This design comes from an exercise in tuning for small area, a short achievable clock period and few clock cycles per item on the open sky130 flow, not from production work.
In this exercise RTL edits were held to simulation tests only and were not proved equivalent to the original.
Power is estimated from default activity; no workload was simulated.

==> flow/design.v <==
module ma_blk1(a, b, al, bl, hs, bg, bp);
  input [0:0] a, b;
  input al, bl;
  output [0:0] hs;
  output bg, bp;
  wire [1:0] c;
  assign c[0] = al & bl;
  assign hs[0] = a[0] ^ b[0] ^ c[0];
  assign c[1] = (a[0] & b[0]) | (c[0] & (a[0] ^ b[0]));
  wire ge = a[0] & b[0];
  assign bg = c[1] & ~ge;
  assign bp = &hs;
endmodule
module mb_blk1(hs, cb, r);
  input [0:0] hs;
  input cb;
  output [0:0] r;
  assign r[0] = hs[0] ^ cb;
endmodule
module ma_blk4(a, b, al, bl, hs, bg, bp);
  input [3:0] a, b;
  input al, bl;
  output [3:0] hs;
  output bg, bp;
  wire [4:0] c;
  assign c[0] = al & bl;
  assign hs[0] = a[0] ^ b[0] ^ c[0];
  assign c[1] = (a[0] & b[0]) | (c[0] & (a[0] ^ b[0]));
  assign hs[1] = a[1] ^ b[1] ^ c[1];
  assign c[2] = (a[1] & b[1]) | (c[1] & (a[1] ^ b[1]));
  assign hs[2] = a[2] ^ b[2] ^ c[2];
  assign c[3] = (a[2] & b[2]) | (c[2] & (a[2] ^ b[2]));
  assign hs[3] = a[3] ^ b[3] ^ c[3];
  assign c[4] = (a[3] & b[3]) | (c[3] & (a[3] ^ b[3]));
  wire ge = a[3] & b[3];
  assign bg = c[4] & ~ge;
  assign bp = &hs;
endmodule
module mb_blk4(hs, cb, r);
  input [3:0] hs;
  input cb;
  output [3:0] r;
  wire f0_1 = hs[1] & hs[0];
  wire f0_3 = hs[3] & hs[2];
  wire f1_2 = hs[2] & f0_1;
  wire f1_3 = f0_3 & f0_1;
  assign r[0] = hs[0] ^ cb;
  assign r[1] = hs[1] ^ (cb & hs[0]);
  assign r[2] = hs[2] ^ (cb & f0_1);
  assign r[3] = hs[3] ^ (cb & f1_2);
endmodule
module ma_low(a, b, x5, l0, l1, c0, c1);
  input [4:0] a, b;
  input x5;
  output [5:0] l0, l1;
  output c0, c1;
  wire [6:0] s0 = {2'b0, a} + {2'b0, b} + {1'b0, x5, 5'b0};
  wire [6:0] s1 = s0 + 7'd19;
  assign l0 = s0[5:0];
  assign l1 = s1[5:0];
  assign c0 = s0[6];
  assign c1 = s1[6];
endmodule
module ma_pre(bg, bp, pg, pp, eg);
  input [62:0] bg, bp;
  output [31:0] pg, pp, eg;
  assign pg[0] = bg[1] | (bp[1] & bg[0]);
  assign pp[0] = bp[1] & bp[0];
  assign eg[0] = bg[0];
  assign pg[1] = bg[3] | (bp[3] & bg[2]);
  assign pp[1] = bp[3] & bp[2];
  assign eg[1] = bg[2];
  assign pg[2] = bg[5] | (bp[5] & bg[4]);
  assign pp[2] = bp[5] & bp[4];
  assign eg[2] = bg[4];
  assign pg[3] = bg[7] | (bp[7] & bg[6]);
  assign pp[3] = bp[7] & bp[6];
  assign eg[3] = bg[6];
  assign pg[4] = bg[9] | (bp[9] & bg[8]);
  assign pp[4] = bp[9] & bp[8];
  assign eg[4] = bg[8];
  assign pg[5] = bg[11] | (bp[11] & bg[10]);
  assign pp[5] = bp[11] & bp[10];
  assign eg[5] = bg[10];
  assign pg[6] = bg[13] | (bp[13] & bg[12]);
  assign pp[6] = bp[13] & bp[12];
  assign eg[6] = bg[12];
  assign pg[7] = bg[15] | (bp[15] & bg[14]);
  assign pp[7] = bp[15] & bp[14];
  assign eg[7] = bg[14];
  assign pg[8] = bg[17] | (bp[17] & bg[16]);
  assign pp[8] = bp[17] & bp[16];
  assign eg[8] = bg[16];
  assign pg[9] = bg[19] | (bp[19] & bg[18]);
  assign pp[9] = bp[19] & bp[18];
  assign eg[9] = bg[18];
  assign pg[10] = bg[21] | (bp[21] & bg[20]);
  assign pp[10] = bp[21] & bp[20];
  assign eg[10] = bg[20];
  assign pg[11] = bg[23] | (bp[23] & bg[22]);
  assign pp[11] = bp[23] & bp[22];
  assign eg[11] = bg[22];
  assign pg[12] = bg[25] | (bp[25] & bg[24]);
  assign pp[12] = bp[25] & bp[24];
  assign eg[12] = bg[24];
  assign pg[13] = bg[27] | (bp[27] & bg[26]);
  assign pp[13] = bp[27] & bp[26];
  assign eg[13] = bg[26];
  assign pg[14] = bg[29] | (bp[29] & bg[28]);
  assign pp[14] = bp[29] & bp[28];
  assign eg[14] = bg[28];
  assign pg[15] = bg[31] | (bp[31] & bg[30]);
  assign pp[15] = bp[31] & bp[30];
  assign eg[15] = bg[30];
  assign pg[16] = bg[33] | (bp[33] & bg[32]);
  assign pp[16] = bp[33] & bp[32];
  assign eg[16] = bg[32];
  assign pg[17] = bg[35] | (bp[35] & bg[34]);
  assign pp[17] = bp[35] & bp[34];
  assign eg[17] = bg[34];
  assign pg[18] = bg[37] | (bp[37] & bg[36]);
  assign pp[18] = bp[37] & bp[36];
  assign eg[18] = bg[36];
  assign pg[19] = bg[39] | (bp[39] & bg[38]);
  assign pp[19] = bp[39] & bp[38];
  assign eg[19] = bg[38];
  assign pg[20] = bg[41] | (bp[41] & bg[40]);
  assign pp[20] = bp[41] & bp[40];
  assign eg[20] = bg[40];
  assign pg[21] = bg[43] | (bp[43] & bg[42]);
  assign pp[21] = bp[43] & bp[42];
  assign eg[21] = bg[42];
  assign pg[22] = bg[45] | (bp[45] & bg[44]);
  assign pp[22] = bp[45] & bp[44];
  assign eg[22] = bg[44];
  assign pg[23] = bg[47] | (bp[47] & bg[46]);
  assign pp[23] = bp[47] & bp[46];
  assign eg[23] = bg[46];
  assign pg[24] = bg[49] | (bp[49] & bg[48]);
  assign pp[24] = bp[49] & bp[48];
  assign eg[24] = bg[48];
  assign pg[25] = bg[51] | (bp[51] & bg[50]);
  assign pp[25] = bp[51] & bp[50];
  assign eg[25] = bg[50];
  assign pg[26] = bg[53] | (bp[53] & bg[52]);
  assign pp[26] = bp[53] & bp[52];
  assign eg[26] = bg[52];
  assign pg[27] = bg[55] | (bp[55] & bg[54]);
  assign pp[27] = bp[55] & bp[54];
  assign eg[27] = bg[54];
  assign pg[28] = bg[57] | (bp[57] & bg[56]);
  assign pp[28] = bp[57] & bp[56];
  assign eg[28] = bg[56];
  assign pg[29] = bg[59] | (bp[59] & bg[58]);
  assign pp[29] = bp[59] & bp[58];
  assign eg[29] = bg[58];
  assign pg[30] = bg[61] | (bp[61] & bg[60]);
  assign pp[30] = bp[61] & bp[60];
  assign eg[30] = bg[60];
  assign pg[31] = bg[62];
  assign pp[31] = bp[62];
  assign eg[31] = bg[62];
endmodule
module mb_carry(pg, pp, eg, hs, c0, c1, y, sel, cb);
  input [31:0] pg, pp, eg;
  input [254:6] hs;
  input c0, c1, y;
  output sel;
  output [62:0] cb;
  wire r0_1g = pg[1] | (pp[1] & pg[0]);
  wire r0_1t = pp[1] & pp[0];
  wire r0_3g = pg[3] | (pp[3] & pg[2]);
  wire r0_3t = pp[3] & pp[2];
  wire r0_5g = pg[5] | (pp[5] & pg[4]);
  wire r0_5t = pp[5] & pp[4];
  wire r0_7g = pg[7] | (pp[7] & pg[6]);
  wire r0_7t = pp[7] & pp[6];
  wire r0_9g = pg[9] | (pp[9] & pg[8]);
  wire r0_9t = pp[9] & pp[8];
  wire r0_11g = pg[11] | (pp[11] & pg[10]);
  wire r0_11t = pp[11] & pp[10];
  wire r0_13g = pg[13] | (pp[13] & pg[12]);
  wire r0_13t = pp[13] & pp[12];
  wire r0_15g = pg[15] | (pp[15] & pg[14]);
  wire r0_15t = pp[15] & pp[14];
  wire r0_17g = pg[17] | (pp[17] & pg[16]);
  wire r0_17t = pp[17] & pp[16];
  wire r0_19g = pg[19] | (pp[19] & pg[18]);
  wire r0_19t = pp[19] & pp[18];
  wire r0_21g = pg[21] | (pp[21] & pg[20]);
  wire r0_21t = pp[21] & pp[20];
  wire r0_23g = pg[23] | (pp[23] & pg[22]);
  wire r0_23t = pp[23] & pp[22];
  wire r0_25g = pg[25] | (pp[25] & pg[24]);
  wire r0_25t = pp[25] & pp[24];
  wire r0_27g = pg[27] | (pp[27] & pg[26]);
  wire r0_27t = pp[27] & pp[26];
  wire r0_29g = pg[29] | (pp[29] & pg[28]);
  wire r0_29t = pp[29] & pp[28];
  wire r0_31g = pg[31] | (pp[31] & pg[30]);
  wire r0_31t = pp[31] & pp[30];
  wire r1_2g = pg[2] | (pp[2] & r0_1g);
  wire r1_2t = pp[2] & r0_1t;
  wire r1_3g = r0_3g | (r0_3t & r0_1g);
  wire r1_3t = r0_3t & r0_1t;
  wire r1_6g = pg[6] | (pp[6] & r0_5g);
  wire r1_6t = pp[6] & r0_5t;
  wire r1_7g = r0_7g | (r0_7t & r0_5g);
  wire r1_7t = r0_7t & r0_5t;
  wire r1_10g = pg[10] | (pp[10] & r0_9g);
  wire r1_10t = pp[10] & r0_9t;
  wire r1_11g = r0_11g | (r0_11t & r0_9g);
  wire r1_11t = r0_11t & r0_9t;
  wire r1_14g = pg[14] | (pp[14] & r0_13g);
  wire r1_14t = pp[14] & r0_13t;
  wire r1_15g = r0_15g | (r0_15t & r0_13g);
  wire r1_15t = r0_15t & r0_13t;
  wire r1_18g = pg[18] | (pp[18] & r0_17g);
  wire r1_18t = pp[18] & r0_17t;
  wire r1_19g = r0_19g | (r0_19t & r0_17g);
  wire r1_19t = r0_19t & r0_17t;
  wire r1_22g = pg[22] | (pp[22] & r0_21g);
  wire r1_22t = pp[22] & r0_21t;
  wire r1_23g = r0_23g | (r0_23t & r0_21g);
  wire r1_23t = r0_23t & r0_21t;
  wire r1_26g = pg[26] | (pp[26] & r0_25g);
  wire r1_26t = pp[26] & r0_25t;
  wire r1_27g = r0_27g | (r0_27t & r0_25g);
  wire r1_27t = r0_27t & r0_25t;
  wire r1_30g = pg[30] | (pp[30] & r0_29g);
  wire r1_30t = pp[30] & r0_29t;
  wire r1_31g = r0_31g | (r0_31t & r0_29g);
  wire r1_31t = r0_31t & r0_29t;
  wire r2_4g = pg[4] | (pp[4] & r1_3g);
  wire r2_4t = pp[4] & r1_3t;
  wire r2_5g = r0_5g | (r0_5t & r1_3g);
  wire r2_5t = r0_5t & r1_3t;
  wire r2_6g = r1_6g | (r1_6t & r1_3g);
  wire r2_6t = r1_6t & r1_3t;
  wire r2_7g = r1_7g | (r1_7t & r1_3g);
  wire r2_7t = r1_7t & r1_3t;
  wire r2_12g = pg[12] | (pp[12] & r1_11g);
  wire r2_12t = pp[12] & r1_11t;
  wire r2_13g = r0_13g | (r0_13t & r1_11g);
  wire r2_13t = r0_13t & r1_11t;
  wire r2_14g = r1_14g | (r1_14t & r1_11g);
  wire r2_14t = r1_14t & r1_11t;
  wire r2_15g = r1_15g | (r1_15t & r1_11g);
  wire r2_15t = r1_15t & r1_11t;
  wire r2_20g = pg[20] | (pp[20] & r1_19g);
  wire r2_20t = pp[20] & r1_19t;
  wire r2_21g = r0_21g | (r0_21t & r1_19g);
  wire r2_21t = r0_21t & r1_19t;
  wire r2_22g = r1_22g | (r1_22t & r1_19g);
  wire r2_22t = r1_22t & r1_19t;
  wire r2_23g = r1_23g | (r1_23t & r1_19g);
  wire r2_23t = r1_23t & r1_19t;
  wire r2_28g = pg[28] | (pp[28] & r1_27g);
  wire r2_28t = pp[28] & r1_27t;
  wire r2_29g = r0_29g | (r0_29t & r1_27g);
  wire r2_29t = r0_29t & r1_27t;
  wire r2_30g = r1_30g | (r1_30t & r1_27g);
  wire r2_30t = r1_30t & r1_27t;
  wire r2_31g = r1_31g | (r1_31t & r1_27g);
  wire r2_31t = r1_31t & r1_27t;
  wire r3_8g = pg[8] | (pp[8] & r2_7g);
  wire r3_8t = pp[8] & r2_7t;
  wire r3_9g = r0_9g | (r0_9t & r2_7g);
  wire r3_9t = r0_9t & r2_7t;
  wire r3_10g = r1_10g | (r1_10t & r2_7g);
  wire r3_10t = r1_10t & r2_7t;
  wire r3_11g = r1_11g | (r1_11t & r2_7g);
  wire r3_11t = r1_11t & r2_7t;
  wire r3_12g = r2_12g | (r2_12t & r2_7g);
  wire r3_12t = r2_12t & r2_7t;
  wire r3_13g = r2_13g | (r2_13t & r2_7g);
  wire r3_13t = r2_13t & r2_7t;
  wire r3_14g = r2_14g | (r2_14t & r2_7g);
  wire r3_14t = r2_14t & r2_7t;
  wire r3_15g = r2_15g | (r2_15t & r2_7g);
  wire r3_15t = r2_15t & r2_7t;
  wire r3_24g = pg[24] | (pp[24] & r2_23g);
  wire r3_24t = pp[24] & r2_23t;
  wire r3_25g = r0_25g | (r0_25t & r2_23g);
  wire r3_25t = r0_25t & r2_23t;
  wire r3_26g = r1_26g | (r1_26t & r2_23g);
  wire r3_26t = r1_26t & r2_23t;
  wire r3_27g = r1_27g | (r1_27t & r2_23g);
  wire r3_27t = r1_27t & r2_23t;
  wire r3_28g = r2_28g | (r2_28t & r2_23g);
  wire r3_28t = r2_28t & r2_23t;
  wire r3_29g = r2_29g | (r2_29t & r2_23g);
  wire r3_29t = r2_29t & r2_23t;
  wire r3_30g = r2_30g | (r2_30t & r2_23g);
  wire r3_30t = r2_30t & r2_23t;
  wire r3_31g = r2_31g | (r2_31t & r2_23g);
  wire r3_31t = r2_31t & r2_23t;
  wire r4_16g = pg[16] | (pp[16] & r3_15g);
  wire r4_16t = pp[16] & r3_15t;
  wire r4_17g = r0_17g | (r0_17t & r3_15g);
  wire r4_17t = r0_17t & r3_15t;
  wire r4_18g = r1_18g | (r1_18t & r3_15g);
  wire r4_18t = r1_18t & r3_15t;
  wire r4_19g = r1_19g | (r1_19t & r3_15g);
  wire r4_19t = r1_19t & r3_15t;
  wire r4_20g = r2_20g | (r2_20t & r3_15g);
  wire r4_20t = r2_20t & r3_15t;
  wire r4_21g = r2_21g | (r2_21t & r3_15g);
  wire r4_21t = r2_21t & r3_15t;
  wire r4_22g = r2_22g | (r2_22t & r3_15g);
  wire r4_22t = r2_22t & r3_15t;
  wire r4_23g = r2_23g | (r2_23t & r3_15g);
  wire r4_23t = r2_23t & r3_15t;
  wire r4_24g = r3_24g | (r3_24t & r3_15g);
  wire r4_24t = r3_24t & r3_15t;
  wire r4_25g = r3_25g | (r3_25t & r3_15g);
  wire r4_25t = r3_25t & r3_15t;
  wire r4_26g = r3_26g | (r3_26t & r3_15g);
  wire r4_26t = r3_26t & r3_15t;
  wire r4_27g = r3_27g | (r3_27t & r3_15g);
  wire r4_27t = r3_27t & r3_15t;
  wire r4_28g = r3_28g | (r3_28t & r3_15g);
  wire r4_28t = r3_28t & r3_15t;
  wire r4_29g = r3_29g | (r3_29t & r3_15g);
  wire r4_29t = r3_29t & r3_15t;
  wire r4_30g = r3_30g | (r3_30t & r3_15g);
  wire r4_30t = r3_30t & r3_15t;
  wire r4_31g = r3_31g | (r3_31t & r3_15g);
  wire r4_31t = r3_31t & r3_15t;
  assign sel = y | r4_31g | (r4_31t & c1);
  wire cin = c0 | (sel & c1);
  assign cb[0] = cin;
  wire et0 = &hs[9:6];
  assign cb[1] = eg[0] | (et0 & cin);
  assign cb[2] = pg[0] | (pp[0] & cin);
  wire et1 = &hs[17:14];
  assign cb[3] = (eg[1] | (et1 & pg[0])) | ((et1 & pp[0]) & cin);
  assign cb[4] = r0_1g | (r0_1t & cin);
  wire et2 = &hs[25:22];
  assign cb[5] = (eg[2] | (et2 & r0_1g)) | ((et2 & r0_1t) & cin);
  assign cb[6] = r1_2g | (r1_2t & cin);
  wire et3 = &hs[33:30];
  assign cb[7] = (eg[3] | (et3 & r1_2g)) | ((et3 & r1_2t) & cin);
  assign cb[8] = r1_3g | (r1_3t & cin);
  wire et4 = &hs[41:38];
  assign cb[9] = (eg[4] | (et4 & r1_3g)) | ((et4 & r1_3t) & cin);
  assign cb[10] = r2_4g | (r2_4t & cin);
  wire et5 = &hs[49:46];
  assign cb[11] = (eg[5] | (et5 & r2_4g)) | ((et5 & r2_4t) & cin);
  assign cb[12] = r2_5g | (r2_5t & cin);
  wire et6 = &hs[57:54];
  assign cb[13] = (eg[6] | (et6 & r2_5g)) | ((et6 & r2_5t) & cin);
  assign cb[14] = r2_6g | (r2_6t & cin);
  wire et7 = &hs[65:62];
  assign cb[15] = (eg[7] | (et7 & r2_6g)) | ((et7 & r2_6t) & cin);
  assign cb[16] = r2_7g | (r2_7t & cin);
  wire et8 = &hs[73:70];
  assign cb[17] = (eg[8] | (et8 & r2_7g)) | ((et8 & r2_7t) & cin);
  assign cb[18] = r3_8g | (r3_8t & cin);
  wire et9 = &hs[81:78];
  assign cb[19] = (eg[9] | (et9 & r3_8g)) | ((et9 & r3_8t) & cin);
  assign cb[20] = r3_9g | (r3_9t & cin);
  wire et10 = &hs[89:86];
  assign cb[21] = (eg[10] | (et10 & r3_9g)) | ((et10 & r3_9t) & cin);
  assign cb[22] = r3_10g | (r3_10t & cin);
  wire et11 = &hs[97:94];
  assign cb[23] = (eg[11] | (et11 & r3_10g)) | ((et11 & r3_10t) & cin);
  assign cb[24] = r3_11g | (r3_11t & cin);
  wire et12 = &hs[105:102];
  assign cb[25] = (eg[12] | (et12 & r3_11g)) | ((et12 & r3_11t) & cin);
  assign cb[26] = r3_12g | (r3_12t & cin);
  wire et13 = &hs[113:110];
  assign cb[27] = (eg[13] | (et13 & r3_12g)) | ((et13 & r3_12t) & cin);
  assign cb[28] = r3_13g | (r3_13t & cin);
  wire et14 = &hs[121:118];
  assign cb[29] = (eg[14] | (et14 & r3_13g)) | ((et14 & r3_13t) & cin);
  assign cb[30] = r3_14g | (r3_14t & cin);
  wire et15 = &hs[129:126];
  assign cb[31] = (eg[15] | (et15 & r3_14g)) | ((et15 & r3_14t) & cin);
  assign cb[32] = r3_15g | (r3_15t & cin);
  wire et16 = &hs[137:134];
  assign cb[33] = (eg[16] | (et16 & r3_15g)) | ((et16 & r3_15t) & cin);
  assign cb[34] = r4_16g | (r4_16t & cin);
  wire et17 = &hs[145:142];
  assign cb[35] = (eg[17] | (et17 & r4_16g)) | ((et17 & r4_16t) & cin);
  assign cb[36] = r4_17g | (r4_17t & cin);
  wire et18 = &hs[153:150];
  assign cb[37] = (eg[18] | (et18 & r4_17g)) | ((et18 & r4_17t) & cin);
  assign cb[38] = r4_18g | (r4_18t & cin);
  wire et19 = &hs[161:158];
  assign cb[39] = (eg[19] | (et19 & r4_18g)) | ((et19 & r4_18t) & cin);
  assign cb[40] = r4_19g | (r4_19t & cin);
  wire et20 = &hs[169:166];
  assign cb[41] = (eg[20] | (et20 & r4_19g)) | ((et20 & r4_19t) & cin);
  assign cb[42] = r4_20g | (r4_20t & cin);
  wire et21 = &hs[177:174];
  assign cb[43] = (eg[21] | (et21 & r4_20g)) | ((et21 & r4_20t) & cin);
  assign cb[44] = r4_21g | (r4_21t & cin);
  wire et22 = &hs[185:182];
  assign cb[45] = (eg[22] | (et22 & r4_21g)) | ((et22 & r4_21t) & cin);
  assign cb[46] = r4_22g | (r4_22t & cin);
  wire et23 = &hs[193:190];
  assign cb[47] = (eg[23] | (et23 & r4_22g)) | ((et23 & r4_22t) & cin);
  assign cb[48] = r4_23g | (r4_23t & cin);
  wire et24 = &hs[201:198];
  assign cb[49] = (eg[24] | (et24 & r4_23g)) | ((et24 & r4_23t) & cin);
  assign cb[50] = r4_24g | (r4_24t & cin);
  wire et25 = &hs[209:206];
  assign cb[51] = (eg[25] | (et25 & r4_24g)) | ((et25 & r4_24t) & cin);
  assign cb[52] = r4_25g | (r4_25t & cin);
  wire et26 = &hs[217:214];
  assign cb[53] = (eg[26] | (et26 & r4_25g)) | ((et26 & r4_25t) & cin);
  assign cb[54] = r4_26g | (r4_26t & cin);
  wire et27 = &hs[225:222];
  assign cb[55] = (eg[27] | (et27 & r4_26g)) | ((et27 & r4_26t) & cin);
  assign cb[56] = r4_27g | (r4_27t & cin);
  wire et28 = &hs[233:230];
  assign cb[57] = (eg[28] | (et28 & r4_27g)) | ((et28 & r4_27t) & cin);
  assign cb[58] = r4_28g | (r4_28t & cin);
  wire et29 = &hs[241:238];
  assign cb[59] = (eg[29] | (et29 & r4_28g)) | ((et29 & r4_28t) & cin);
  assign cb[60] = r4_29g | (r4_29t & cin);
  wire et30 = &hs[249:246];
  assign cb[61] = (eg[30] | (et30 & r4_29g)) | ((et30 & r4_29t) & cin);
  assign cb[62] = r4_30g | (r4_30t & cin);
endmodule
module simple_modular_adder(a,b,clk,rst,out,done);
input [255:0] a,b;
input clk,rst;
output [255:0] out;
output done;
wire [254:6] hs;
wire [62:0] bg, bp;
wire [31:0] pg, pp, eg;
wire [5:0] l0, l1;
wire c0, c1;
ma_low u_low(.a(a[4:0]), .b(b[4:0]), .x5(a[5] ^ b[5]), .l0(l0), .l1(l1), .c0(c0), .c1(c1));
ma_blk4 u_a0(.a(a[9:6]), .b(b[9:6]), .al(a[5]), .bl(b[5]), .hs(hs[9:6]), .bg(bg[0]), .bp(bp[0]));
ma_blk4 u_a1(.a(a[13:10]), .b(b[13:10]), .al(a[9]), .bl(b[9]), .hs(hs[13:10]), .bg(bg[1]), .bp(bp[1]));
ma_blk4 u_a2(.a(a[17:14]), .b(b[17:14]), .al(a[13]), .bl(b[13]), .hs(hs[17:14]), .bg(bg[2]), .bp(bp[2]));
ma_blk4 u_a3(.a(a[21:18]), .b(b[21:18]), .al(a[17]), .bl(b[17]), .hs(hs[21:18]), .bg(bg[3]), .bp(bp[3]));
ma_blk4 u_a4(.a(a[25:22]), .b(b[25:22]), .al(a[21]), .bl(b[21]), .hs(hs[25:22]), .bg(bg[4]), .bp(bp[4]));
ma_blk4 u_a5(.a(a[29:26]), .b(b[29:26]), .al(a[25]), .bl(b[25]), .hs(hs[29:26]), .bg(bg[5]), .bp(bp[5]));
ma_blk4 u_a6(.a(a[33:30]), .b(b[33:30]), .al(a[29]), .bl(b[29]), .hs(hs[33:30]), .bg(bg[6]), .bp(bp[6]));
ma_blk4 u_a7(.a(a[37:34]), .b(b[37:34]), .al(a[33]), .bl(b[33]), .hs(hs[37:34]), .bg(bg[7]), .bp(bp[7]));
ma_blk4 u_a8(.a(a[41:38]), .b(b[41:38]), .al(a[37]), .bl(b[37]), .hs(hs[41:38]), .bg(bg[8]), .bp(bp[8]));
ma_blk4 u_a9(.a(a[45:42]), .b(b[45:42]), .al(a[41]), .bl(b[41]), .hs(hs[45:42]), .bg(bg[9]), .bp(bp[9]));
ma_blk4 u_a10(.a(a[49:46]), .b(b[49:46]), .al(a[45]), .bl(b[45]), .hs(hs[49:46]), .bg(bg[10]), .bp(bp[10]));
ma_blk4 u_a11(.a(a[53:50]), .b(b[53:50]), .al(a[49]), .bl(b[49]), .hs(hs[53:50]), .bg(bg[11]), .bp(bp[11]));
ma_blk4 u_a12(.a(a[57:54]), .b(b[57:54]), .al(a[53]), .bl(b[53]), .hs(hs[57:54]), .bg(bg[12]), .bp(bp[12]));
ma_blk4 u_a13(.a(a[61:58]), .b(b[61:58]), .al(a[57]), .bl(b[57]), .hs(hs[61:58]), .bg(bg[13]), .bp(bp[13]));
ma_blk4 u_a14(.a(a[65:62]), .b(b[65:62]), .al(a[61]), .bl(b[61]), .hs(hs[65:62]), .bg(bg[14]), .bp(bp[14]));
ma_blk4 u_a15(.a(a[69:66]), .b(b[69:66]), .al(a[65]), .bl(b[65]), .hs(hs[69:66]), .bg(bg[15]), .bp(bp[15]));
ma_blk4 u_a16(.a(a[73:70]), .b(b[73:70]), .al(a[69]), .bl(b[69]), .hs(hs[73:70]), .bg(bg[16]), .bp(bp[16]));
ma_blk4 u_a17(.a(a[77:74]), .b(b[77:74]), .al(a[73]), .bl(b[73]), .hs(hs[77:74]), .bg(bg[17]), .bp(bp[17]));
ma_blk4 u_a18(.a(a[81:78]), .b(b[81:78]), .al(a[77]), .bl(b[77]), .hs(hs[81:78]), .bg(bg[18]), .bp(bp[18]));
ma_blk4 u_a19(.a(a[85:82]), .b(b[85:82]), .al(a[81]), .bl(b[81]), .hs(hs[85:82]), .bg(bg[19]), .bp(bp[19]));
ma_blk4 u_a20(.a(a[89:86]), .b(b[89:86]), .al(a[85]), .bl(b[85]), .hs(hs[89:86]), .bg(bg[20]), .bp(bp[20]));
ma_blk4 u_a21(.a(a[93:90]), .b(b[93:90]), .al(a[89]), .bl(b[89]), .hs(hs[93:90]), .bg(bg[21]), .bp(bp[21]));
ma_blk4 u_a22(.a(a[97:94]), .b(b[97:94]), .al(a[93]), .bl(b[93]), .hs(hs[97:94]), .bg(bg[22]), .bp(bp[22]));
ma_blk4 u_a23(.a(a[101:98]), .b(b[101:98]), .al(a[97]), .bl(b[97]), .hs(hs[101:98]), .bg(bg[23]), .bp(bp[23]));
ma_blk4 u_a24(.a(a[105:102]), .b(b[105:102]), .al(a[101]), .bl(b[101]), .hs(hs[105:102]), .bg(bg[24]), .bp(bp[24]));
ma_blk4 u_a25(.a(a[109:106]), .b(b[109:106]), .al(a[105]), .bl(b[105]), .hs(hs[109:106]), .bg(bg[25]), .bp(bp[25]));
ma_blk4 u_a26(.a(a[113:110]), .b(b[113:110]), .al(a[109]), .bl(b[109]), .hs(hs[113:110]), .bg(bg[26]), .bp(bp[26]));
ma_blk4 u_a27(.a(a[117:114]), .b(b[117:114]), .al(a[113]), .bl(b[113]), .hs(hs[117:114]), .bg(bg[27]), .bp(bp[27]));
ma_blk4 u_a28(.a(a[121:118]), .b(b[121:118]), .al(a[117]), .bl(b[117]), .hs(hs[121:118]), .bg(bg[28]), .bp(bp[28]));
ma_blk4 u_a29(.a(a[125:122]), .b(b[125:122]), .al(a[121]), .bl(b[121]), .hs(hs[125:122]), .bg(bg[29]), .bp(bp[29]));
ma_blk4 u_a30(.a(a[129:126]), .b(b[129:126]), .al(a[125]), .bl(b[125]), .hs(hs[129:126]), .bg(bg[30]), .bp(bp[30]));
ma_blk4 u_a31(.a(a[133:130]), .b(b[133:130]), .al(a[129]), .bl(b[129]), .hs(hs[133:130]), .bg(bg[31]), .bp(bp[31]));
ma_blk4 u_a32(.a(a[137:134]), .b(b[137:134]), .al(a[133]), .bl(b[133]), .hs(hs[137:134]), .bg(bg[32]), .bp(bp[32]));
ma_blk4 u_a33(.a(a[141:138]), .b(b[141:138]), .al(a[137]), .bl(b[137]), .hs(hs[141:138]), .bg(bg[33]), .bp(bp[33]));
ma_blk4 u_a34(.a(a[145:142]), .b(b[145:142]), .al(a[141]), .bl(b[141]), .hs(hs[145:142]), .bg(bg[34]), .bp(bp[34]));
ma_blk4 u_a35(.a(a[149:146]), .b(b[149:146]), .al(a[145]), .bl(b[145]), .hs(hs[149:146]), .bg(bg[35]), .bp(bp[35]));
ma_blk4 u_a36(.a(a[153:150]), .b(b[153:150]), .al(a[149]), .bl(b[149]), .hs(hs[153:150]), .bg(bg[36]), .bp(bp[36]));
ma_blk4 u_a37(.a(a[157:154]), .b(b[157:154]), .al(a[153]), .bl(b[153]), .hs(hs[157:154]), .bg(bg[37]), .bp(bp[37]));
ma_blk4 u_a38(.a(a[161:158]), .b(b[161:158]), .al(a[157]), .bl(b[157]), .hs(hs[161:158]), .bg(bg[38]), .bp(bp[38]));
ma_blk4 u_a39(.a(a[165:162]), .b(b[165:162]), .al(a[161]), .bl(b[161]), .hs(hs[165:162]), .bg(bg[39]), .bp(bp[39]));
ma_blk4 u_a40(.a(a[169:166]), .b(b[169:166]), .al(a[165]), .bl(b[165]), .hs(hs[169:166]), .bg(bg[40]), .bp(bp[40]));
ma_blk4 u_a41(.a(a[173:170]), .b(b[173:170]), .al(a[169]), .bl(b[169]), .hs(hs[173:170]), .bg(bg[41]), .bp(bp[41]));
ma_blk4 u_a42(.a(a[177:174]), .b(b[177:174]), .al(a[173]), .bl(b[173]), .hs(hs[177:174]), .bg(bg[42]), .bp(bp[42]));
ma_blk4 u_a43(.a(a[181:178]), .b(b[181:178]), .al(a[177]), .bl(b[177]), .hs(hs[181:178]), .bg(bg[43]), .bp(bp[43]));
ma_blk4 u_a44(.a(a[185:182]), .b(b[185:182]), .al(a[181]), .bl(b[181]), .hs(hs[185:182]), .bg(bg[44]), .bp(bp[44]));
ma_blk4 u_a45(.a(a[189:186]), .b(b[189:186]), .al(a[185]), .bl(b[185]), .hs(hs[189:186]), .bg(bg[45]), .bp(bp[45]));
ma_blk4 u_a46(.a(a[193:190]), .b(b[193:190]), .al(a[189]), .bl(b[189]), .hs(hs[193:190]), .bg(bg[46]), .bp(bp[46]));
ma_blk4 u_a47(.a(a[197:194]), .b(b[197:194]), .al(a[193]), .bl(b[193]), .hs(hs[197:194]), .bg(bg[47]), .bp(bp[47]));
ma_blk4 u_a48(.a(a[201:198]), .b(b[201:198]), .al(a[197]), .bl(b[197]), .hs(hs[201:198]), .bg(bg[48]), .bp(bp[48]));
ma_blk4 u_a49(.a(a[205:202]), .b(b[205:202]), .al(a[201]), .bl(b[201]), .hs(hs[205:202]), .bg(bg[49]), .bp(bp[49]));
ma_blk4 u_a50(.a(a[209:206]), .b(b[209:206]), .al(a[205]), .bl(b[205]), .hs(hs[209:206]), .bg(bg[50]), .bp(bp[50]));
ma_blk4 u_a51(.a(a[213:210]), .b(b[213:210]), .al(a[209]), .bl(b[209]), .hs(hs[213:210]), .bg(bg[51]), .bp(bp[51]));
ma_blk4 u_a52(.a(a[217:214]), .b(b[217:214]), .al(a[213]), .bl(b[213]), .hs(hs[217:214]), .bg(bg[52]), .bp(bp[52]));
ma_blk4 u_a53(.a(a[221:218]), .b(b[221:218]), .al(a[217]), .bl(b[217]), .hs(hs[221:218]), .bg(bg[53]), .bp(bp[53]));
ma_blk4 u_a54(.a(a[225:222]), .b(b[225:222]), .al(a[221]), .bl(b[221]), .hs(hs[225:222]), .bg(bg[54]), .bp(bp[54]));
ma_blk4 u_a55(.a(a[229:226]), .b(b[229:226]), .al(a[225]), .bl(b[225]), .hs(hs[229:226]), .bg(bg[55]), .bp(bp[55]));
ma_blk4 u_a56(.a(a[233:230]), .b(b[233:230]), .al(a[229]), .bl(b[229]), .hs(hs[233:230]), .bg(bg[56]), .bp(bp[56]));
ma_blk4 u_a57(.a(a[237:234]), .b(b[237:234]), .al(a[233]), .bl(b[233]), .hs(hs[237:234]), .bg(bg[57]), .bp(bp[57]));
ma_blk4 u_a58(.a(a[241:238]), .b(b[241:238]), .al(a[237]), .bl(b[237]), .hs(hs[241:238]), .bg(bg[58]), .bp(bp[58]));
ma_blk4 u_a59(.a(a[245:242]), .b(b[245:242]), .al(a[241]), .bl(b[241]), .hs(hs[245:242]), .bg(bg[59]), .bp(bp[59]));
ma_blk4 u_a60(.a(a[249:246]), .b(b[249:246]), .al(a[245]), .bl(b[245]), .hs(hs[249:246]), .bg(bg[60]), .bp(bp[60]));
ma_blk4 u_a61(.a(a[253:250]), .b(b[253:250]), .al(a[249]), .bl(b[249]), .hs(hs[253:250]), .bg(bg[61]), .bp(bp[61]));
ma_blk1 u_a62(.a(a[254:254]), .b(b[254:254]), .al(a[253]), .bl(b[253]), .hs(hs[254:254]), .bg(bg[62]), .bp(bp[62]));
ma_pre u_p(.bg(bg), .bp(bp), .pg(pg), .pp(pp), .eg(eg));
reg [254:6] hs_r;
reg [31:0] pg_r, pp_r, eg_r;
reg [5:0] l0_r, l1_r;
reg c0_r, c1_r, y_r;
always @(posedge clk) begin
  hs_r <= hs;
  pg_r <= pg;
  pp_r <= pp;
  eg_r <= eg;
  l0_r <= l0;
  l1_r <= l1;
  c0_r <= c0;
  c1_r <= c1;
  y_r <= a[254] & b[254];
end
wire sel;
wire [62:0] cb;
wire [254:0] r;
mb_carry u_c(.pg(pg_r), .pp(pp_r), .eg(eg_r), .hs(hs_r), .c0(c0_r), .c1(c1_r), .y(y_r), .sel(sel), .cb(cb));
assign r[5:0] = sel ? l1_r : l0_r;
mb_blk4 u_b0(.hs(hs_r[9:6]), .cb(cb[0]), .r(r[9:6]));
mb_blk4 u_b1(.hs(hs_r[13:10]), .cb(cb[1]), .r(r[13:10]));
mb_blk4 u_b2(.hs(hs_r[17:14]), .cb(cb[2]), .r(r[17:14]));
mb_blk4 u_b3(.hs(hs_r[21:18]), .cb(cb[3]), .r(r[21:18]));
mb_blk4 u_b4(.hs(hs_r[25:22]), .cb(cb[4]), .r(r[25:22]));
mb_blk4 u_b5(.hs(hs_r[29:26]), .cb(cb[5]), .r(r[29:26]));
mb_blk4 u_b6(.hs(hs_r[33:30]), .cb(cb[6]), .r(r[33:30]));
mb_blk4 u_b7(.hs(hs_r[37:34]), .cb(cb[7]), .r(r[37:34]));
mb_blk4 u_b8(.hs(hs_r[41:38]), .cb(cb[8]), .r(r[41:38]));
mb_blk4 u_b9(.hs(hs_r[45:42]), .cb(cb[9]), .r(r[45:42]));
mb_blk4 u_b10(.hs(hs_r[49:46]), .cb(cb[10]), .r(r[49:46]));
mb_blk4 u_b11(.hs(hs_r[53:50]), .cb(cb[11]), .r(r[53:50]));
mb_blk4 u_b12(.hs(hs_r[57:54]), .cb(cb[12]), .r(r[57:54]));
mb_blk4 u_b13(.hs(hs_r[61:58]), .cb(cb[13]), .r(r[61:58]));
mb_blk4 u_b14(.hs(hs_r[65:62]), .cb(cb[14]), .r(r[65:62]));
mb_blk4 u_b15(.hs(hs_r[69:66]), .cb(cb[15]), .r(r[69:66]));
mb_blk4 u_b16(.hs(hs_r[73:70]), .cb(cb[16]), .r(r[73:70]));
mb_blk4 u_b17(.hs(hs_r[77:74]), .cb(cb[17]), .r(r[77:74]));
mb_blk4 u_b18(.hs(hs_r[81:78]), .cb(cb[18]), .r(r[81:78]));
mb_blk4 u_b19(.hs(hs_r[85:82]), .cb(cb[19]), .r(r[85:82]));
mb_blk4 u_b20(.hs(hs_r[89:86]), .cb(cb[20]), .r(r[89:86]));
mb_blk4 u_b21(.hs(hs_r[93:90]), .cb(cb[21]), .r(r[93:90]));
mb_blk4 u_b22(.hs(hs_r[97:94]), .cb(cb[22]), .r(r[97:94]));
mb_blk4 u_b23(.hs(hs_r[101:98]), .cb(cb[23]), .r(r[101:98]));
mb_blk4 u_b24(.hs(hs_r[105:102]), .cb(cb[24]), .r(r[105:102]));
mb_blk4 u_b25(.hs(hs_r[109:106]), .cb(cb[25]), .r(r[109:106]));
mb_blk4 u_b26(.hs(hs_r[113:110]), .cb(cb[26]), .r(r[113:110]));
mb_blk4 u_b27(.hs(hs_r[117:114]), .cb(cb[27]), .r(r[117:114]));
mb_blk4 u_b28(.hs(hs_r[121:118]), .cb(cb[28]), .r(r[121:118]));
mb_blk4 u_b29(.hs(hs_r[125:122]), .cb(cb[29]), .r(r[125:122]));
mb_blk4 u_b30(.hs(hs_r[129:126]), .cb(cb[30]), .r(r[129:126]));
mb_blk4 u_b31(.hs(hs_r[133:130]), .cb(cb[31]), .r(r[133:130]));
mb_blk4 u_b32(.hs(hs_r[137:134]), .cb(cb[32]), .r(r[137:134]));
mb_blk4 u_b33(.hs(hs_r[141:138]), .cb(cb[33]), .r(r[141:138]));
mb_blk4 u_b34(.hs(hs_r[145:142]), .cb(cb[34]), .r(r[145:142]));
mb_blk4 u_b35(.hs(hs_r[149:146]), .cb(cb[35]), .r(r[149:146]));
mb_blk4 u_b36(.hs(hs_r[153:150]), .cb(cb[36]), .r(r[153:150]));
mb_blk4 u_b37(.hs(hs_r[157:154]), .cb(cb[37]), .r(r[157:154]));
mb_blk4 u_b38(.hs(hs_r[161:158]), .cb(cb[38]), .r(r[161:158]));
mb_blk4 u_b39(.hs(hs_r[165:162]), .cb(cb[39]), .r(r[165:162]));
mb_blk4 u_b40(.hs(hs_r[169:166]), .cb(cb[40]), .r(r[169:166]));
mb_blk4 u_b41(.hs(hs_r[173:170]), .cb(cb[41]), .r(r[173:170]));
mb_blk4 u_b42(.hs(hs_r[177:174]), .cb(cb[42]), .r(r[177:174]));
mb_blk4 u_b43(.hs(hs_r[181:178]), .cb(cb[43]), .r(r[181:178]));
mb_blk4 u_b44(.hs(hs_r[185:182]), .cb(cb[44]), .r(r[185:182]));
mb_blk4 u_b45(.hs(hs_r[189:186]), .cb(cb[45]), .r(r[189:186]));
mb_blk4 u_b46(.hs(hs_r[193:190]), .cb(cb[46]), .r(r[193:190]));
mb_blk4 u_b47(.hs(hs_r[197:194]), .cb(cb[47]), .r(r[197:194]));
mb_blk4 u_b48(.hs(hs_r[201:198]), .cb(cb[48]), .r(r[201:198]));
mb_blk4 u_b49(.hs(hs_r[205:202]), .cb(cb[49]), .r(r[205:202]));
mb_blk4 u_b50(.hs(hs_r[209:206]), .cb(cb[50]), .r(r[209:206]));
mb_blk4 u_b51(.hs(hs_r[213:210]), .cb(cb[51]), .r(r[213:210]));
mb_blk4 u_b52(.hs(hs_r[217:214]), .cb(cb[52]), .r(r[217:214]));
mb_blk4 u_b53(.hs(hs_r[221:218]), .cb(cb[53]), .r(r[221:218]));
mb_blk4 u_b54(.hs(hs_r[225:222]), .cb(cb[54]), .r(r[225:222]));
mb_blk4 u_b55(.hs(hs_r[229:226]), .cb(cb[55]), .r(r[229:226]));
mb_blk4 u_b56(.hs(hs_r[233:230]), .cb(cb[56]), .r(r[233:230]));
mb_blk4 u_b57(.hs(hs_r[237:234]), .cb(cb[57]), .r(r[237:234]));
mb_blk4 u_b58(.hs(hs_r[241:238]), .cb(cb[58]), .r(r[241:238]));
mb_blk4 u_b59(.hs(hs_r[245:242]), .cb(cb[59]), .r(r[245:242]));
mb_blk4 u_b60(.hs(hs_r[249:246]), .cb(cb[60]), .r(r[249:246]));
mb_blk4 u_b61(.hs(hs_r[253:250]), .cb(cb[61]), .r(r[253:250]));
mb_blk1 u_b62(.hs(hs_r[254:254]), .cb(cb[62]), .r(r[254:254]));
reg [254:0] res;
reg st, dn;
always @(posedge clk) begin
  res <= r;
  st <= rst;
  dn <= st & ~rst;
end
assign out = {1'b0, res};
assign done = dn;
endmodule
==> flow/flow/run.sh <==
#!/bin/bash
# Layout flow: the standard ORFS flow (standard.sh), run on a config (own.mk) that
# includes the standard flow's config.mk and adds two settings:
#  - the port buffers are the smallest plain buffer, sky130_fd_sc_hd__buf_1, instead of
#    the delay cell buffer_ports picks by default (every port still gets its buffer);
#  - slow cells with long PMOS stacks (3- and 4-input OR/NOR and some complex AOI/OAI
#    gates) are added to the platform's don't-use list.
# Synthesis, registers, floorplan, power grid, tap cells, CTS and routing are the standard
# flow's. The make output goes to standard.log; ORFS keeps each step's log under orfs/logs.
set -euo pipefail
here=$(pwd)
cat > own.mk <<EOM
include $here/config.mk
export BUFFER_PORTS_ARGS = -buffer_cell sky130_fd_sc_hd__buf_1
export DONT_USE_CELLS = sky130_fd_sc_hd__nor3_1 sky130_fd_sc_hd__nor3_2 sky130_fd_sc_hd__nor3_4 sky130_fd_sc_hd__nor3b_1 sky130_fd_sc_hd__nor3b_2 sky130_fd_sc_hd__nor3b_4 sky130_fd_sc_hd__nor4_1 sky130_fd_sc_hd__nor4_2 sky130_fd_sc_hd__nor4_4 sky130_fd_sc_hd__nor4b_1 sky130_fd_sc_hd__nor4b_2 sky130_fd_sc_hd__nor4b_4 sky130_fd_sc_hd__nor4bb_1 sky130_fd_sc_hd__nor4bb_2 sky130_fd_sc_hd__nor4bb_4 sky130_fd_sc_hd__or3_1 sky130_fd_sc_hd__or3_2 sky130_fd_sc_hd__or3_4 sky130_fd_sc_hd__or3b_1 sky130_fd_sc_hd__or3b_2 sky130_fd_sc_hd__or3b_4 sky130_fd_sc_hd__or4_1 sky130_fd_sc_hd__or4_2 sky130_fd_sc_hd__or4_4 sky130_fd_sc_hd__or4b_1 sky130_fd_sc_hd__or4b_2 sky130_fd_sc_hd__or4b_4 sky130_fd_sc_hd__or4bb_1 sky130_fd_sc_hd__or4bb_2 sky130_fd_sc_hd__or4bb_4  sky130_fd_sc_hd__a2111o_1 sky130_fd_sc_hd__a2111o_2 sky130_fd_sc_hd__a2111o_4 sky130_fd_sc_hd__a2111oi_0 sky130_fd_sc_hd__a2111oi_1 sky130_fd_sc_hd__a2111oi_2 sky130_fd_sc_hd__a2111oi_4 sky130_fd_sc_hd__a222oi_1 sky130_fd_sc_hd__a2bb2o_1 sky130_fd_sc_hd__a2bb2o_2 sky130_fd_sc_hd__a2bb2o_4 sky130_fd_sc_hd__a2bb2oi_1 sky130_fd_sc_hd__a2bb2oi_2 sky130_fd_sc_hd__a2bb2oi_4 sky130_fd_sc_hd__a311o_1 sky130_fd_sc_hd__a311o_2 sky130_fd_sc_hd__a311o_4 sky130_fd_sc_hd__a311oi_1 sky130_fd_sc_hd__a311oi_2 sky130_fd_sc_hd__a311oi_4 sky130_fd_sc_hd__a32o_1 sky130_fd_sc_hd__a32o_2 sky130_fd_sc_hd__a32o_4 sky130_fd_sc_hd__a32oi_1 sky130_fd_sc_hd__a32oi_2 sky130_fd_sc_hd__a32oi_4 sky130_fd_sc_hd__a41o_1 sky130_fd_sc_hd__a41o_2 sky130_fd_sc_hd__a41o_4 sky130_fd_sc_hd__a41oi_1 sky130_fd_sc_hd__a41oi_2 sky130_fd_sc_hd__a41oi_4 sky130_fd_sc_hd__o2111a_1 sky130_fd_sc_hd__o2111a_2 sky130_fd_sc_hd__o2111a_4 sky130_fd_sc_hd__o2111ai_1 sky130_fd_sc_hd__o2111ai_2 sky130_fd_sc_hd__o2111ai_4 sky130_fd_sc_hd__o2bb2a_1 sky130_fd_sc_hd__o2bb2a_2 sky130_fd_sc_hd__o2bb2a_4 sky130_fd_sc_hd__o2bb2ai_1 sky130_fd_sc_hd__o2bb2ai_2 sky130_fd_sc_hd__o2bb2ai_4 sky130_fd_sc_hd__o311a_1 sky130_fd_sc_hd__o311a_2 sky130_fd_sc_hd__o311a_4 sky130_fd_sc_hd__o311ai_0 sky130_fd_sc_hd__o311ai_1 sky130_fd_sc_hd__o311ai_2 sky130_fd_sc_hd__o311ai_4 sky130_fd_sc_hd__o32a_1 sky130_fd_sc_hd__o32a_2 sky130_fd_sc_hd__o32a_4 sky130_fd_sc_hd__o32ai_1 sky130_fd_sc_hd__o32ai_2 sky130_fd_sc_hd__o32ai_4 sky130_fd_sc_hd__o41a_1 sky130_fd_sc_hd__o41a_2 sky130_fd_sc_hd__o41a_4 sky130_fd_sc_hd__o41ai_1 sky130_fd_sc_hd__o41ai_2 sky130_fd_sc_hd__o41ai_4 
EOM
sed "s#DESIGN_CONFIG=[^ ]*#DESIGN_CONFIG=$here/own.mk#" standard.sh > own.sh
bash own.sh > standard.log 2>&1
==> flow/standard.sh <==
#!/bin/bash
# synth_recipe.tcl (not shown) runs the flow's synth.tcl, then flattens the netlist and writes it again
# the make line also repeats each setting of config.mk as NAME=value (left out here)
make -C /OpenROAD-flow-scripts/flow DESIGN_CONFIG=/design/flow/config.mk WORK_HOME=/design/flow/orfs CLKGATE_MAP_FILE= SYNTH_SCRIPT=/design/flow/synth_recipe.tcl "${@:-finish}"
==> flow/config.mk <==
export PLATFORM = sky130hd
export DESIGN_NAME = simple_modular_adder
export DESIGN_NICKNAME = simple_modular_adder
export VERILOG_FILES = /design/flow/design.v
export SDC_FILE = /design/flow/constraint.sdc
export NUM_CORES = 4
export LEC_CHECK = 0
export CAP_MARGIN = 20
export CORE_MARGIN = 2
export CORE_UTILIZATION = 40
export CTS_CLUSTER_DIAMETER = 70
export CTS_CLUSTER_SIZE = 30
export SETUP_SLACK_MARGIN = 2.3
export SLEW_MARGIN = 20
export SYNTH_HIERARCHICAL = 1
export SYNTH_MINIMUM_KEEP_SIZE = 200
==> flow/constraint.sdc <==
create_clock -name core_clock -period 5.0 [get_ports {clk}]
set_input_delay 1.0000 -clock core_clock [delete_from_list [all_inputs] [get_ports {clk}]]
set_output_delay 1.0000 -clock core_clock [all_outputs]
set_load 0.01 [all_outputs]
==> results of run 1 <==
[final timing paths]
path / start / endpoint / slack [ns]
setup / recovery: pp_r[5]$_DFF_P_ / res[55]$_DFF_P_ / 2.31
hold / removal: hs_r[21]$_DFF_P_ / res[21]$_DFF_P_ / 0.41
setup reg to reg: pp_r[5]$_DFF_P_ / res[55]$_DFF_P_ / 2.31
hold reg to reg: hs_r[21]$_DFF_P_ / res[21]$_DFF_P_ / 0.41
[layer usage]
layer	global-route usage, %	vias up
met5	0	-
met4	7.27	14
met3	5.14	117
met2	42.9	505
met1	25.3	8783
li1	-	8798
[modules after synthesis, one instance, submodules excluded]
module                copies in the design  cell area (µm²)
mb_carry                                 1             1440
simple_modular_adder                     1            24100
[synthesized netlist by cell type (all sizes together), types with 3 or more instances]
cell	instances	area [µm²]
inv	547	2060
nand2b	35	219
o21bai	6	48.8
o31ai	5	47.5
o21a	3	22.5
and4	31	272
a211oi	7	62.6
a21oi	26	153
a31oi	5	43.8
nand3	70	350
ha	195	2440
mux2	6	67.6
nand2	19	71.3
and2	5	31.3
or2	4	25.0
o22ai	33	206
a221oi	3	50.1
nand4	133	832
nor2b	3	18.8
xnor2	129	1140
xor2	65	569
nor2	52	205
o21ai	15	78.8
a31o	4	35.0
a21o	38	285
fa	187	3740
and3	4	30.0
nand3b	3	22.5
dfxtp	615	12300
buf	3	26.3
[power groups by stage]
| stage | Sequential [W] | Combinational, W | Clock (W) |
|---|---|---|---|
| 2_1_floorplan | 0.00668 | 0.00115 | 0 |
| 3_3_place_gp | 0.00649 | 0.00268 | 0 |
| 3_5_place_dp | 0.00652 | 0.00271 | 0 |
| 4_1_cts | 0.00642 | 0.00279 | 0.00362 |
| 5_1_grt | 0.00652 | 0.00306 | 0.00379 |
| 6_report | 0.00641 | 0.00276 | 0.00351 |
[critical path, cell delays in order, from the launching register on]
cell	delay (ns)
dfxtp_4	0.36
a21o_1	0.17
a21o_1	0.22
a221oi_4	0.37
o21ai_2	0.13
nand3b_1	0.11
and2_4	0.20
inv_8	0.07
a221oi_4	0.38
nand2b_1	0.19
ha_2	0.23
xor2_1	0.15
[cells in the final DEF (no fill, tap or decap), drive strengths merged, types with 33 or more instances in the layout]
cell    count
a21o       38
buf       792
clkbuf     39
dfxtp     615
fa        187
ha        195
inv       553
nand2b     35
nand3      70
nand4     133
nor2       52
o22ai      33
xnor2     129
xor2       65
[stage by stage]
stage | area, µm² | hold slack [ns] | util, % | worst slack (ns) | cells
after CTS | 31200 | 0.416 | 49.5 | 2.29 | 3944
after global placement | 29500 | 0.417 | 46.8 | 1.59 | 3870
final | 31500 | 0.414 | 50.0 | 2.31 | 3966
after detailed placement | 29500 | 0.419 | 46.8 | 1.45 | 3870
after global routing | 31500 | 0.421 | 50.0 | 2.17 | 3961
after floorplan | 25600 | 0.413 | - | 2.30 | 2261
[final cells by class]
| class | count | area [µm²] |
|---|---|---|
| Sequential cell | 615 | 12300 |
| Clock buffer | 39 | 943 |
| Antenna cell | 6 | 15.0 |
| Tap cell | 846 | 1060 |
| Inverter | 547 | 2060 |
| Clock inverter | 26 | 423 |
| Multi-Input combinational cell | 1095 | 11600 |
| Timing Repair Buffer | 792 | 3090 |
| Fill cell | 5971 | 31500 |
[cell families (layout without fill, tap and decap cells)]
kind of cell    count (synthesis)  in the layout  share of synthesized area, %
mux                             6              6                         0.265
compound gates                152            152                          4.30
simple gates                  360            360                          8.17
fa+ha+maj                     382            382                          24.2
xor+xnor                      194            194                          6.68
other cells                     1              7                        0.0147
flops                         615            615                          48.2
buf+inv                       551           1404                          8.17
[flip-flops by register name (all words and copies together), names as in the netlist, 6 cells and up]
| register | count |
|---|---|
| res | 255 |
| hs_r | 249 |
| pg_r | 32 |
| eg_r | 31 |
| pp_r | 31 |
| l0_r | 6 |
| l1_r | 6 |
[repair_timing]
action,in CTS,in global routing
gates cloned,0,0
buffers inserted,9,16
setup endpoints to repair,220,104
gates resized for setup,63,43
pin swaps,18,22
==> flow_summary.yaml, run 1 <==
status:
  status: "complete, no violations"
timing:
  slew_violations: 0
  clock_skew_ns: 0.0310
  fmax_ghz: 0.372
  hold_viol: 0
  final.min_clock_period_ns: 2.69
  grt_setup_unrepaired: "yes"
  final-setup-viol-count: 0
  slew_headroom_pct: 66.0
  timing.setup.tns_ns: 0
  period_share_pct: 53.7
  worstMarginPinSlew_ns: 0.512
power:
  vdd_drop_max_uv: 218
  finalPower_w: 0.0127
  netSwitchingFraction_pct: 31.7
  combPwrFrac_pct: 21.8
  internal_power_w: 0.00867
  leakage_nw: 14.4
  p_switching_w: 0.00402
  clock_power_share_pct: 27.7
  powerDensity_mw_per_mm2: 402
  p_seq_share_pct: 50.6
critical_path:
  critPathCaptureType: "register"
  start_kind: "register"
  crit_fanout: 8
  critPathKind: "reg2reg"
  arrival_ns: 3.16
  rr_worst_depth: 11
  crit_required_ns: 5.48
global_routing:
  grt_pass1_vias: 19593
  grt_usage_pct: 22.8
  grt_pass1_wl_um: 114000
  grt_max_degree: 31
  antenna_found_initial: 13
  gr-total-overflow: 0
clock_network:
  htreeDepth: 2
  clkLatencyLatePin_ns: 0.58
  cts_made_buffers: 37
  clock-sinks: 615
  clockBufferDepth: 3
  root_buffer: "clkbuf_16"
  clkTransAtPathRegs_ns: 0.10
  cts_tree: "done"
  cts_hold_buffers: 0
die:
  num_rows: 92
  die-area_mm2: 0.0659
  initial_utilization_pct: 40.5
  die_w_um: 257
  core_mm2: 0.0631
  die_h_um: 257
  io_pins: 771
synth:
  yosys_most_used_dff: "dfxtp_1"
  async_flop_share_pct: 0
  ys_types: 59
  synth-edff-count: 0
  synth_seq_cells: 615
  syn_inst: 2261
  synth_nets: 3157
  seq_area_frac_synth_pct: 48.2
  synth.avg_cell_area_um2: 11.3
  synth_area_mm2: 0.0255
  yosysWarnings: 7
final_layout:
  syn_to_final_growth_pct: 23.4
  layout.nets: 3984
  drive_above_1_share_pct: 7.26
drt:
  ant_nets: 0
  drtIter0Drc: 517
  via_per_inst: 4.59
  wl_um: 76300
  wl_per_cell_um: 19.2
  drc: 0
  dr.pass1.iters: 4
  dr_total_vias: 18217
  dr.max_layer_used: "met5"
  routed-wl-met3_um: 4570
  met2WireLength_um: 40200
  wl_met1_um: 29100
hold_path:
  hold_class: "reg2reg"
  holdPathStages: 1
place:
  gp_congestion: 1.02
  hpwl_um: 66900
  portBuffers: 767
flow_run:
  drv_cap: 0
Testbench counts, summed over its fixed seeds: cycles 1,024, items 512.
==> run 2: changes to the inputs <==
--- a/flow/config.mk
+++ b/flow/config.mk
@@ -10,7 +10,7 @@
 export CORE_UTILIZATION = 40
 export CTS_CLUSTER_DIAMETER = 70
 export CTS_CLUSTER_SIZE = 30
-export SETUP_SLACK_MARGIN = 2.3
+export SETUP_SLACK_MARGIN = 2.45
 export SLEW_MARGIN = 20
 export SYNTH_HIERARCHICAL = 1
 export SYNTH_MINIMUM_KEEP_SIZE = 200
==> flow_summary.yaml, run 2 <==
status:
  status: "complete, no violations"
timing:
  grt_setup_unrepaired: "yes"
  timing.setup.tns_ns: 0
  final.min_clock_period_ns: 2.71
  worstMarginPinSlew_ns: 0.575
  slew_violations: 0
  fmax_ghz: 0.369
  final-setup-viol-count: 0
  hold_viol: 0
  slew_headroom_pct: 61.3
  period_share_pct: 54.2
  clock_skew_ns: 0.0389
synth:
  syn_inst: 2261
  ys_types: 59
  yosys_most_used_dff: "dfxtp_1"
  synth_nets: 3157
  synth_top_area_share_pct: 48.2
  synth.most_common_cell: "dfxtp_1"
  synth_seq_cells: 615
  synth.area.top_cells: "dfxtp_1 48%, fa_1 15%, ha_1 9.6%, inv_1 8.0%, xnor2_1 4.4%"
  synth-edff-count: 0
  synth_largest_area_cell: "dfxtp_1"
  synth.avg_cell_area_um2: 11.3
  yosysWarnings: 7
  seq_area_frac_synth_pct: 48.2
  synth_area_mm2: 0.0255
  async_flop_share_pct: 0
  synth_common_cells: "615 x dfxtp_1, 546 x inv_1, 195 x ha_1"
critical_path:
  rr_endpoint: "res[143]$_DFF_P_"
  critPathKind: "reg2reg"
  critPathCaptureType: "register"
  path_depth: 15
  reg2reg_from: "pg_r[24]$_DFF_P_"
  critical_path.startpoint: "pg_r[24]$_DFF_P_"
  critPathTopFamily: "compound AO/OA/AOI/OAI gates"
  r2r_slack_ns: 2.29
  cp_cell_sequence: "a21o_1 -> a21oi_4 -> o221a_4 -> o21ai_4 -> a211oi_2 -> buf_4 -> o21bai_4 -> buf_12 -> buf_6 -> buf_8 -> a21o_1 -> buf_4 -> buf_6 -> ha_4 -> xor2_1"
  arrival_ns: 3.17
  crit_required_ns: 5.47
  crit_path_end: "res[143]$_DFF_P_"
  start_kind: "register"
  path_buf_inv: 6
  worst_path_largest_cell_delay_ns: 0.33
  rr_worst_depth: 15
  cp_slowest_cell: "dfxtp_2"
  crit_fanout: 3
place:
  gp_congestion: 1.01
  portBuffers: 767
  placed_cell_area_mm2: 0.0306
  hpwl_um: 66100
power:
  clock_power_share_pct: 28.0
  powerDensity_mw_per_mm2: 386
  combPwrFrac_pct: 22.9
  internal_power_w: 0.00892
  p_switching_w: 0.00426
  netSwitchingFraction_pct: 32.3
  leakage_nw: 14.7
  vdd_drop_max_uv: 222
  p_seq_share_pct: 49.1
final_layout:
  design_area_mm2: 0.0341
  regArea_mm2: 0.0124
  largest-register: "res"
  final_cell_mix: "765 x buf_1, 594 x dfxtp_1, 449 x inv_1"
  final_core_util_pct: 54.1
  n_fill_cell: 5710
  multiInputGateArea_mm2: 0.0136
  drive_above_1_share_pct: 20.5
  syn_to_final_growth_pct: 33.7
  layout.nets: 4031
  largest_register_ffs: 255
  final_common_cell: "buf_1"
  largestRegisters: "res x255, hs_r x249, pg_r x32"
drt:
  via_per_inst: 4.60
  wl_per_cell_um: 19.2
  drc: 0
  drtIter0Drc: 647
  ant_nets: 0
  dr_total_vias: 18498
  wl_um: 77200
  dr.pass1.iters: 4
die:
  die_w_um: 257
  initial_utilization_pct: 40.5
  io_pins: 771
  die_h_um: 257
  die-area_mm2: 0.0659
  num_rows: 92
  core_mm2: 0.0631
clock_network:
  htreeDepth: 2
  clock-sinks: 615
  clkLatencyLatePin_ns: 0.59
  clockBufferDepth: 3
  cts_made_buffers: 40
  cts_tree: "done"
  clkTransAtPathRegs_ns: 0.09
  root_buffer: "clkbuf_16"
hold_path:
  hold_class: "reg2reg"
global_routing:
  antenna_found_initial: 24
  grt_usage_pct: 22.8
  gr-total-overflow: 0
  grt_max_degree: 30
  grt_pass1_vias: 19889
  grt_pass1_wl_um: 114000
flow_run:
  drv_cap: 0
-- run 2: cell count changes in the layout (fill, tap and decap cells not counted), sizes merged --
cell / delta
clkinv: +3
buf: +42
diode: +5
bufinv: -2
clkbuf: +8
inv: +4
clkinvlp: -2
-- run 2: repair_timing --
action	CTS	global route
hold buffers	0	0
pin swaps	59	117
buffers inserted	37	32
endpoints found under the setup margin	249	201
gates resized for setup	130	170
-- run 2: worst min-delay path by stage --
stage / cells after the start / startpoint / endpoint / slack (ns)
finish: 1 / hs_r[13]$_DFF_P_ / res[13]$_DFF_P_ / 0.43
global placement: 1 / hs_r[189]$_DFF_P_ / res[189]$_DFF_P_ / 0.42
floorplan: 1 / hs_r[101]$_DFF_P_ / res[101]$_DFF_P_ / 0.41
detailed placement: 1 / hs_r[93]$_DFF_P_ / res[93]$_DFF_P_ / 0.42
CTS: 1 / hs_r[141]$_DFF_P_ / res[141]$_DFF_P_ / 0.42
global route: 1 / hs_r[133]$_DFF_P_ / res[133]$_DFF_P_ / 0.42
-- run 2: logic make-up after synthesis --
family	synth area share, %
xor gates and xnor gates	6.68
muxes	0.265
buffers and inverters	8.17
AOI/OAI and AO/OA	4.30
adders and majority gates	24.2
DFF	48.2
other	0.0147
and+or+nand+nor	8.17
-- run 2: final cells by class --
| class | instances | share of cell area [%] |
|---|---|---|
| multi-input combinational | 1095 | 39.8 |
| clock inverter | 29 | 1.24 |
| clock buffer | 45 | 3.08 |
| tap | 846 | 3.10 |
| inverter | 547 | 6.06 |
| sequential | 615 | 36.2 |
| antenna | 11 | 0.0806 |
| timing repair buffer | 836 | 10.4 |
-- run 2: power groups by stage --
stage | Sequential [W] | Combinational, W | Clock [W]
global route | 0.00658 | 0.00333 | 0.00399
CTS | 0.00643 | 0.00292 | 0.00379
global placement | 0.00651 | 0.00275 | 0
floorplan | 0.00668 | 0.00123 | 0
finish | 0.00647 | 0.00302 | 0.00369
detailed placement | 0.00653 | 0.00278 | 0
-- run 2: routing by layer --
metal	wire (µm)	GRT usage, %
met1	29300	25.2
met2	38700	40.4
met3	5590	6.80
met5	197	0
met4	3490	10.2
-- run 2: per-module statistics from Yosys (local to each module, per instance) --
module                cells inside  times used  cell area [µm²]  flops+latches
mb_carry                       216           1             1440              0
simple_modular_adder          2045           1            24100            615
-- run 2: through the flow --
stage	hold WS, ns	std cells	setup WS (ns)	total power [W]
CTS	0.425	3981	2.34	0.0131
global route	0.423	4020	2.18	0.0139
finish	0.426	4024	2.29	0.0132
global placement	0.419	3870	1.49	0.00926
detailed placement	0.419	3870	1.44	0.00931
floorplan	0.413	2261	2.36	0.00790
==> run 3: changes to the inputs <==
--- a/flow/config.mk
+++ b/flow/config.mk
@@ -8,9 +8,9 @@
 export CAP_MARGIN = 20
 export CORE_MARGIN = 2
 export CORE_UTILIZATION = 40
-export CTS_CLUSTER_DIAMETER = 70
-export CTS_CLUSTER_SIZE = 30
-export SETUP_SLACK_MARGIN = 2.45
+export CTS_CLUSTER_DIAMETER = 60
+export CTS_CLUSTER_SIZE = 25
+export SETUP_SLACK_MARGIN = 2.3
 export SLEW_MARGIN = 20
 export SYNTH_HIERARCHICAL = 1
 export SYNTH_MINIMUM_KEEP_SIZE = 200
==> flow_summary.yaml, run 3 <==
final_layout:
  n_fill_cell: 5969
  largest_register_ffs: 255
  largest-register: "res"
  final_common_cell: "buf_1"
  multiInputGateArea_mm2: 0.0117
  regArea_mm2: 0.0123
  layout.nets: 3995
  final_cells: 3984
  drive_above_1_share_pct: 7.85
  syn_to_final_growth_pct: 24.6
  largestRegisters: "res x255, hs_r x249, pg_r x32"
  final_cell_mix: "767 x buf_1, 597 x dfxtp_1, 544 x inv_1"
clock_network:
  cts_tree: "done"
  clock-sinks: 615
  clockBufferDepth: 3
  clkTransAtPathRegs_ns: 0.09
  cts_hold_buffers: 0
  htreeDepth: 2
  cts_made_buffers: 43
  clkLatencyLatePin_ns: 0.60
  root_buffer: "clkbuf_16"
synth:
  synth.avg_cell_area_um2: 11.3
  synth-xor-area-share_pct: 6.68
  synth_largest_area_cell: "dfxtp_1"
  ys_types: 59
  seq_area_frac_synth_pct: 48.2
  synth_area_mm2: 0.0255
  muxShareOfSynthArea_pct: 0.265
  synth_nets: 3157
  synth.most_common_cell: "dfxtp_1"
  synth_top_area_share_pct: 48.2
  synth_top_family_by_area: "adder cells"
  synth_compound_area_share_pct: 4.30
  synth-edff-count: 0
  synthAdderAreaFrac_pct: 24.2
  yosys_most_used_dff: "dfxtp_1"
  async_flop_share_pct: 0
  yosys.area_share.simple_pct: 8.17
  yosysWarnings: 7
  synth_common_cells: "615 x dfxtp_1, 546 x inv_1, 195 x ha_1"
  synth.area.top_cells: "dfxtp_1 48%, fa_1 15%, ha_1 9.6%, inv_1 8.0%, xnor2_1 4.4%"
  syn_inst: 2261
  synth_seq_cells: 615
timing:
  slew_headroom_pct: 66.1
  worstMarginPinSlew_ns: 0.503
  timing.setup.tns_ns: 0
  final-setup-viol-count: 0
  hold_viol: 0
  grt_setup_unrepaired: "yes"
  fmax_ghz: 0.376
  final.min_clock_period_ns: 2.66
  clock_skew_ns: 0.0296
  period_share_pct: 53.2
  slew_violations: 0
flow_run:
  drv_cap: 0
critical_path:
  critPathCaptureType: "register"
  critPathKind: "reg2reg"
  crit_fanout: 8
  crit_required_ns: 5.49
  reg2reg_from: "pp_r[1]$_DFF_P_"
  start_kind: "register"
  critical_path.startpoint: "pp_r[1]$_DFF_P_"
  arrival_ns: 3.15
drt:
  wl_um: 76800
  ant_nets: 0
  via_per_inst: 4.59
  drc: 0
  wl_per_cell_um: 19.3
  dr.pass1.iters: 5
  drtIter0Drc: 554
  dr_total_vias: 18268
hold_path:
  worstHoldStart: "hs_r[93]$_DFF_P_"
  hold_class: "reg2reg"
die:
  die-area_mm2: 0.0659
  num_rows: 92
  die_h_um: 257
  io_pins: 771
  die_w_um: 257
  initial_utilization_pct: 40.5
  core_mm2: 0.0631
power:
  powerDensity_mw_per_mm2: 409
  vdd_drop_max_uv: 248
  netSwitchingFraction_pct: 31.9
  combPwrFrac_pct: 21.4
  leakage_nw: 14.6
  clock_power_share_pct: 29.3
  finalPower_w: 0.0130
  p_switching_w: 0.00415
  p_seq_share_pct: 49.3
  internal_power_w: 0.00885
global_routing:
  grt_pass1_wl_um: 115000
  grt_usage_pct: 23.1
  gr-total-overflow: 0
  antenna_found_initial: 13
  grt_pass1_vias: 19759
  grt_max_degree: 26
place:
  numPlacedInstances: 3870
  portBuffers: 767
  gp_congestion: 1.02
  hpwl_um: 66900
status:
  status: "complete, no violations"
-- run 3: cell type report --
cell class	count	area share (%)
diodes	6	0.0472
flip-flops and latches	615	38.8
well taps	846	3.33
clock buffers	44	3.39
repair buffers	797	9.86
inverters	547	6.48
clock inverters	34	1.41
multi-input cells	1095	36.7
-- run 3: repair_timing --
action                                  4_1_cts  5_1_grt
cloned                                        0        0
endpoints found under the setup margin      220      146
pin swaps                                    23       29
buffers inserted                             15       15
gates resized for setup                      62       62
-- run 3: cells by family after synthesis --
group,Yosys count
AOI/OAI and AO/OA,152
other,1
buffers and inverters,551
adders and majority gates,382
DFF,615
muxes,6
and+or+nand+nor,360
xor gates and xnor gates,194
-- run 3: power groups by stage --
stage / clock, W / sequential, W / combinational (W)
after floorplan: 0 / 0.00668 / 0.00115
final: 0.00381 / 0.00641 / 0.00278
after global routing: 0.00411 / 0.00652 / 0.00307
after global placement: 0 / 0.00649 / 0.00268
after CTS: 0.00392 / 0.00642 / 0.00279
after detailed placement: 0 / 0.00652 / 0.00271
-- run 3: stage by stage --
step | utilization, % | setup slack (ns) | area, µm² | hold WS (ns)
after floorplan | - | 2.30 | 25600 | 0.413
after global placement | 46.8 | 1.59 | 29500 | 0.417
after detailed placement | 46.8 | 1.45 | 29500 | 0.419
after CTS | 49.8 | 2.26 | 31400 | 0.425
after global routing | 50.4 | 2.20 | 31800 | 0.437
final | 50.4 | 2.34 | 31800 | 0.422
-- run 3: final timing paths --
check | end | cells after the start | slack [ns]
max | res[55]$_DFF_P_ | 10 | 2.34
min | res[93]$_DFF_P_ | 1 | 0.42
max reg2reg | res[55]$_DFF_P_ | 10 | 2.34
min reg2reg | res[93]$_DFF_P_ | 1 | 0.42
-- run 3: layer usage --
metal / GRT usage (%) / wire, µm / vias to the layer above
li1: - / - / 8833
met1: 25.7 / 29300 / 8777
met2: 43.4 / 40700 / 533
met3: 5.40 / 4630 / 111
met4: 6.56 / 2110 / 14
met5: 0 / 93 / -
-- run 3: worst max-delay path, cell delays in order, from the launching register on --
cell      delay [ns]
dfxtp_1         0.33
and4_2          0.31
nand2_1         0.29
o21ai_4         0.10
a211oi_4        0.29
and2_4          0.26
inv_8           0.07
a221oi_4        0.37
nand2b_1        0.17
ha_2            0.21
xor2_1          0.16
-- run 3: modules after synthesis (local to each module, per instance) --
| module | area, µm² | times used | flops+latches |
|---|---|---|---|
| simple_modular_adder | 24100 | 1 | 615 |
| mb_carry | 1440 | 1 | 0 |

Re-timed with assumed drivers on the ports (clkbuf_16 on the clock, buf_2 on other inputs), run 3 has 2.338 ns of setup slack against 2.338 ns with ideal ports, and 1.787 ns once port delays also move by the mid clock arrival of 0.642 ns.
